This design comes from an exercise in tuning for small area on the open sky130 flow, not from production work. At most, simulation tests tie the RTL to the original design; equivalence was not proved. Function not checked in run 1: the RTL went through the layout flow alone. Power and IR drop assume default switching activity.

==> flow/design.v, too long to show whole: its modules and the start of the top module <==
// module efpga_macc_pipe_regi: 1071 lines
// module macc_fa: 4 lines
// module macc_ha: 4 lines
// module macc_aoi22: 3 lines
// module macc_pp: 3 lines
module efpga_macc_pipe_regi
  # (
     parameter INPUT_WIDTH = 18,
     parameter OUTPUT_WIDTH = 40
     )
   (
    input             clk,
    input             resetn,
    input [17:0]      a,
    input [17:0]      b,
    output reg [39:0] y
    );
  // ...
==> flow/flow/run.sh <==
#!/bin/bash
# Layout flow: the standard flow (standard.sh) with its synthesis unchanged,
# and these changes to how the layout is made:
#  - after synthesis, combinational cells that synthesis sized up are swapped
#    for the smallest cell of the same function (flow/downsize.tcl); the
#    flow's own timing repair sizes up again what needs it;
#  - the buffers that global placement puts on every input and output port
#    are sky130_fd_sc_hd__buf_1;
#  - clock tree synthesis inserts no dummy loads (CTS_EXTRA below).
# Each tool's output goes to a log of its own in this folder; ORFS also keeps
# each step's log under orfs/logs.
set -euo pipefail
cd "$(dirname "$0")/.."
CTS_EXTRA="-buf_list sky130_fd_sc_hd__clkbuf_8"
cat >> config.mk <<EOF
export BUFFER_PORTS_ARGS = -buffer_cell sky130_fd_sc_hd__buf_1
export CTS_ARGS = -sink_clustering_enable -repair_clock_nets -dont_use_dummy_load $CTS_EXTRA
EOF
bash standard.sh synth > synth.log 2>&1
DOWNSIZE_ODB=orfs/results/$FLOW_PLATFORM/efpga_macc_pipe_regi/base/1_synth.odb \
LIB=$FLOW_HOME/platforms/$FLOW_PLATFORM/lib/sky130_fd_sc_hd__tt_025C_1v80.lib \
  openroad -no_init -exit flow/downsize.tcl > downsize.log 2>&1
bash standard.sh > layout.log 2>&1
==> flow/flow/downsize.tcl <==
# Swap every combinational cell that synthesis sized up for the smallest cell
# of the same function (same name up to the drive-strength suffix). Registers
# are left alone. Timing repair later in the flow sizes up what needs it.
set odb $::env(DOWNSIZE_ODB)
read_liberty $::env(LIB)
read_db $odb
set block [ord::get_db_block]
set n 0
foreach inst [$block getInsts] {
  set m [[$inst getMaster] getName]
  if {![regexp {^(sky130_fd_sc_hd__([a-z0-9]+))_([0-9]+)$} $m -> base fn drive]} { continue }
  if {[regexp {^(df|sdf|edf|dl|sdl|clk|buf|conb|tap|fill|decap|lpflow|diode|probe|mux4|inv)} $fn]} { continue }
  if {$drive <= 1} { continue }
  foreach cand [list ${base}_1 ${base}_0] {
    set cm [[ord::get_db] findMaster $cand]
    if {$cm ne "NULL"} {
      $inst swapMaster $cm
      incr n
      break
    }
  }
}
puts "downsize: swapped $n instances"
write_db $odb
==> flow/standard.sh <==
#!/bin/bash
# synth_recipe.tcl (not shown) runs the flow's synth.tcl, then flattens the netlist and writes it again
# the make line also repeats each setting of config.mk as NAME=value (left out here)
make -C /OpenROAD-flow-scripts/flow DESIGN_CONFIG=/design/flow/config.mk WORK_HOME=/design/flow/orfs CLKGATE_MAP_FILE= SYNTH_SCRIPT=/design/flow/synth_recipe.tcl "${@:-finish}"
==> flow/config.mk <==
export PLATFORM = sky130hd
export DESIGN_NAME = efpga_macc_pipe_regi
export DESIGN_NICKNAME = efpga_macc_pipe_regi
export VERILOG_FILES = /design/flow/design.v
export SDC_FILE = /design/flow/constraint.sdc
export NUM_CORES = 4
export LEC_CHECK = 0
export CAP_MARGIN = 0
export CORE_MARGIN = 2
export CORE_UTILIZATION = 40
export GPL_TIMING_DRIVEN = 0
export SLEW_MARGIN = 0
export SYNTH_HIERARCHICAL = 1
export BUFFER_PORTS_ARGS = -buffer_cell sky130_fd_sc_hd__buf_1
export CTS_ARGS = -sink_clustering_enable -repair_clock_nets -dont_use_dummy_load -buf_list sky130_fd_sc_hd__clkbuf_8
==> flow/constraint.sdc <==
create_clock -name core_clock -period 6.5 [get_ports {clk}]
set_input_delay 1.3000 -clock core_clock [delete_from_list [all_inputs] [get_ports {clk}]]
set_output_delay 1.3000 -clock core_clock [all_outputs]
set_load 0.01 [all_outputs]
==> results.yml, run 1 <==
power:
  total_power_mw: 6.347
  pwr.group.sequential_mw: 1.60
  largestPowerGroup: "combinational cells"
  power_frac_clock_pct: 8.2
  leakagePower_nw: 4.677
  p_clk_mw: 0.523
critical_path:
  worst-path-buf-inv: 1
  cp-endpoint: "y[37]$_DFF_PN0_"
  end_kind: "flip-flop"
drt:
  drt-pass1-iter-count: 5
  met1Wirelength_microns: 11440
layout:
  multi_input_gates: 712
  antenna_cells: 0
  largestRegisters: "y: 40 flops, p_r: 36 flops, nt_r: 19 flops"
  final_cell_area_sq_um: 11700
  clock_buffers: 17
  clockNetworkAreaShare_pct: 2.000
  seq-cell-share_pct: 28.92
  final-nonclk-buf-share_pct: 3.272
clock_network:
  htree_levels: 4
  clk_path_buf_depth: 2
  cts_resized: 1
  clk_pin_slew_ns: 0.08
  cts_setup_buffers: 0
global_routing:
  busiest_layer: "met2"
  grt_use_total_pct: 19.81
  gr-usage-met1_pct: 28.35
  antenna_found_initial: 0
run:
  maxCapViolCount: 0
run_status:
  run_status: "complete, no violations"
placed_design:
  pre_cts_slack_ns: -0.1709
  hpwl_microns: 19450
synthesis:
  netlist_area_sq_um: 10600
  syn_nets: 1138
  avgSynthCellArea_sq_um: 12.02
timing:
  fmax_mhz: 160.6
  setup_tns_ns: 0
  holdWs_ns: 0.4769
  slew_headroom_pct: 48.80
  fin_skew_ns: 0.03916
hold_path:
  min_path_cells: 1
==> run 2: changes to the inputs <==
--- a/flow/design.v
+++ b/flow/design.v
@@ -856,28 +856,28 @@
    wire m_s328, m_c328;
    macc_ha m_ha328 (.a(m_s285), .b(m_c296), .s(m_s328), .co(m_c328));
    wire m_r329 = m_s296 ^ m_k327;
    wire m_r330 = m_s328 ^ (m_k327 & m_s296);
    wire m_p331 = m_s296 & m_s328;
    wire m_k332 = m_c328 | (m_p331 & m_k327);
    wire m_s333, m_c333;
    macc_ha m_ha333 (.a(m_c297), .b(m_s298), .s(m_s333), .co(m_c333));
-   wire m_s334, m_c334;
-   macc_fa m_fa334 (.a(m_s287), .b(m_c298), .c(m_c333), .s(m_s334), .co(m_c334));
-   wire m_r335 = m_s297 ^ m_k332;
-   wire m_r336 = m_s333 ^ (m_k332 & m_s297);
-   wire m_p337 = m_s297 & m_s333;
-   wire m_r338 = m_s334 ^ (m_k332 & m_p337);
-   wire m_p339 = m_p337 & m_s334;
-   wire m_k340 = m_c334 | (m_p339 & m_k332);
-   wire m_s341, m_c341;
-   macc_ha m_ha341 (.a(m_c287), .b(m_s288), .s(m_s341), .co(m_c341));
-   wire m_r342 = m_s341 ^ m_k340;
-   wire m_k343 = m_c341 | (m_s341 & m_k340);
+   wire m_r334 = m_s297 ^ m_k332;
+   wire m_r335 = m_s333 ^ (m_k332 & m_s297);
+   wire m_p336 = m_s297 & m_s333;
+   wire m_k337 = m_c333 | (m_p336 & m_k332);
+   wire m_s338, m_c338;
+   macc_ha m_ha338 (.a(m_s287), .b(m_c298), .s(m_s338), .co(m_c338));
+   wire m_s339, m_c339;
+   macc_fa m_fa339 (.a(m_c287), .b(m_s288), .c(m_c338), .s(m_s339), .co(m_c339));
+   wire m_r340 = m_s338 ^ m_k337;
+   wire m_r341 = m_s339 ^ (m_k337 & m_s338);
+   wire m_p342 = m_s338 & m_s339;
+   wire m_k343 = m_c339 | (m_p342 & m_k337);
    wire m_s344, m_c344;
    macc_ha m_ha344 (.a(m_c304), .b(m_s300), .s(m_s344), .co(m_c344));
    wire m_r345 = m_s299 ^ m_k343;
    wire m_r346 = m_s304 ^ (m_k343 & m_s299);
    wire m_p347 = m_s299 & m_s304;
    wire m_r348 = m_s344 ^ (m_k343 & m_p347);
    wire m_p349 = m_p347 & m_s344;
    wire m_k350 = m_c344 | (m_p349 & m_k343);
@@ -913,17 +913,17 @@
    wire m_k375 = m_c371 | (m_p374 & m_k370);
    wire m_s376, m_c376;
    macc_ha m_ha376 (.a(m_q179), .b(m_c281), .s(m_s376), .co(m_c376));
    wire m_r377 = m_s281 ^ m_k375;
    wire m_r378 = m_s376 ^ (m_k375 & m_s281);
    wire m_p379 = m_s281 & m_s376;
    wire m_k380 = m_c376 | (m_p379 & m_k375);
    wire m_r381 = m_q180 ^ m_k380;
-   wire [35:0] p_in = {m_r381, m_r378, m_r377, m_r373, m_r372, m_r368, m_r367, m_r363, m_r362, m_r358, m_r357, m_r353, m_r352, m_r348, m_r346, m_r345, m_r342, m_r338, m_r336, m_r335, m_r330, m_r329, m_r325, m_r324, m_r320, m_r319, m_r315, m_r314, m_s312, m_s311, m_s310, m_s309, m_s308, m_s307, m_q2, m_q1};
+   wire [35:0] p_in = {m_r381, m_r378, m_r377, m_r373, m_r372, m_r368, m_r367, m_r363, m_r362, m_r358, m_r357, m_r353, m_r352, m_r348, m_r346, m_r345, m_r341, m_r340, m_r335, m_r334, m_r330, m_r329, m_r325, m_r324, m_r320, m_r319, m_r315, m_r314, m_s312, m_s311, m_s310, m_s309, m_s308, m_s307, m_q2, m_q1};
    wire y_s1, y_c1;
    macc_ha y_ha1 (.a(y[0]), .b(p_r[0]), .s(y_s1), .co(y_c1));
    wire y_s2, y_c2;
    macc_fa y_fa2 (.a(y[1]), .b(p_r[1]), .c(y_c1), .s(y_s2), .co(y_c2));
    wire y_s3, y_c3;
    macc_fa y_fa3 (.a(y[2]), .b(p_r[2]), .c(y_c2), .s(y_s3), .co(y_c3));
    wire y_s4, y_c4;
    macc_fa y_fa4 (.a(y[3]), .b(p_r[3]), .c(y_c3), .s(y_s4), .co(y_c4));
==> results.yml, run 2 <==
critical_path:
  worstSetupStartpointType: "flip-flop"
  path_class: "reg2reg"
  cp.required_ns: 6.86
  crit_path_max_fanout: 4
  end_kind: "flip-flop"
  worstPathArrival_ns: 6.59
floorplan:
  coreArea_sq_um: 26060
  rows: 59
  die_w_microns: 166.9
  ioPinCount: 78
  start_util_pct: 40.72
  dieArea_sq_um: 27850
  chipHeight_microns: 166.9
global_routing:
  grt_first_pass_wirelength_microns: 45670
  grt_use_total_pct: 20.68
  grt_max_degree: 41
  grt_overflow_total: 0
  antenna_found_initial: 0
  grt_pass1_vias: 8277
layout:
  drive_gt1_share_pct: 3.067
  mostFrequentLayoutCells: "177 x fa_1, 153 x a22oi_1, 153 x o21ai_1"
  layout.cells.non_filler: 1313
  fin_util_pct: 44.50
  antenna_cells: 0
  regMostFlops: "y"
  largest_register_ffs: 40
  final_cell_area_sq_um: 11590
  largestRegisters: "y: 40 flops, p_r: 36 flops, nt_r: 19 flops"
  final_common_cell: "fa_1"
  nets: 1236
  area_growth_pct: 9.268
run_status:
  run_status: "complete, no violations"
drt:
  dr_total_vias: 7856
  drtAntennaViolNets: 0
  drc: 0
  drt-pass1-iter-count: 6
  wire_per_inst_microns: 21.22
  wl_microns: 27860
  via_per_inst: 5.983
  drtIter0Drc: 998
power:
  ir_drop_v: 0.0002961
  p_per_area_nw_per_um2: 541.4
  total_power_mw: 6.277
  leakagePower_nw: 4.696
clock_network:
  clock_latency_ns: 0.47
  clkSinkCount: 140
  holdBufCountCts: 0
  cts_setup_buffers: 0
  cts_resized: 0
  root_buffer: "clkbuf_8"
  clk_pin_slew_ns: 0.09
  cts_tree: "done"
  clk_path_buf_depth: 2
  cts_made_buffers: 17
  htree_levels: 4
synthesis:
  syn_nets: 1138
  avgSynthCellArea_sq_um: 12.03
  netlist_area_sq_um: 10610
  yosys_warnings: 7
  netlist_instances: 882
placed_design:
  pre_cts_slack_ns: 0.2329
  placed_area_sq_um: 11360
  hpwl_microns: 19930
  numPortBuffers: 77
  gp_congestion: 0.9130
  dp_cells: 1296
timing:
  layout_setup_ws_ns: 0.2637
  setup_viol: 0
  fin_crit_sh_pct: 95.94
  fin_skew_ns: 0.03993
  slew_headroom_pct: 41.88
  min_period_ns: 6.236
  drv_slew: 0
  tightest_slew_ns: 0.8719
  fmax_mhz: 160.4
  hold_violations: 0
  rsz0062_at_grt: "no"
hold_path:
  min_path_type: "reg2reg"
run:
  maxCapViolCount: 0
==> run 2: per-stage QoR <==
step	hold slack (ns)	setup TNS, ns
2_1_floorplan	0.4430	0
3_3_place_gp	0.4505	-28.02
3_5_place_dp	0.4604	0
4_1_cts	0.4747	0
5_1_grt	0.4887	0
6_report	0.4693	0
==> run 2: final timing paths <==
kind	cells past startpoint	from	slack, ns	end
max	18	y[0]$_DFF_PN0_	0.26	y[37]$_DFF_PN0_
min	1	p_r[0]$_DFF_PN0_	0.47	y[0]$_DFF_PN0_
max reg2reg	18	y[0]$_DFF_PN0_	0.26	y[37]$_DFF_PN0_
min reg2reg	1	p_r[0]$_DFF_PN0_	0.47	y[0]$_DFF_PN0_
max in group asynchronous	2	resetn	4.83	ns3_r[6]$_DFF_PN1_
min in group asynchronous	1	resetn	0.91	y[3]$_DFF_PN0_
==> run 2: metal layers <==
metal | up-vias | routed length, microns | GRT usage (%)
met2 | 410 | 13020 | 31.97
li1 | 3423 | - | -
met1 | 3966 | 11710 | 28.65
met5 | - | 0 | 0
met3 | 57 | 2484 | 5.490
met4 | 0 | 642 | 6.409
==> run 2: power breakdown <==
group | leakage (nW) | internal (mW) | switching, mW
clock | 0.122 | 0.230 | 0.295
combinational | 3.04 | 1.93 | 2.20
sequential | 1.53 | 1.26 | 0.357
total | 4.70 | 3.42 | 2.85
==> run 2: area by class of cell <==
class                      count  area (sq um)
buffer                         3         12.51
tap                          335         419.2
clock buffer                  17         234.0
timing repair buffer          79         330.3
fill                        2501         14460
multi-input combinational    712          7168
inverter                      27         101.3
sequential                   140          3329
==> run 2: worst max-delay path, stage by stage, from the launching register on <==
cell	delay [ns]
dfrtp_1	0.38
ha_1	0.22
fa_1	0.40
fa_1	0.41
fa_1	0.40
fa_1	0.40
fa_1	0.40
fa_1	0.40
fa_1	0.39
fa_1	0.39
fa_1	0.39
fa_1	0.43
and4_1	0.29
nand4_1	0.23
a2111oi_1	0.20
o211a_1	0.27
or2_1	0.22
ha_1	0.19
xor2_1	0.16

[afterwards: timing with drivers on the ports]
The results above use ideal ports. As a check the final layouts listed here were re-extracted and re-timed, cells and wires unchanged. Step 1, drivers: a clkbuf_16 drives clk and a buf_2 each remaining input, both assumed. Step 2, shift: input delay + t, output delay - t, t = (earliest + latest rising clock arrival at the registers) / 2. This alone moves slack from input paths to output paths. Three values: ideal ports, drivers, drivers and shift; two values: the first two.
| run | shift t [ns] | slack for setup (ns) | pins driven straight from the clock port |
|---|---|---|---|
| run 1 | 0.474 | 0.271 / 0.271 / 0.271 | 1 |
| run 2 | 0.490 | 0.264 / 0.264 / 0.264 | 1 |
After both steps setup and hold are still met in every run listed.
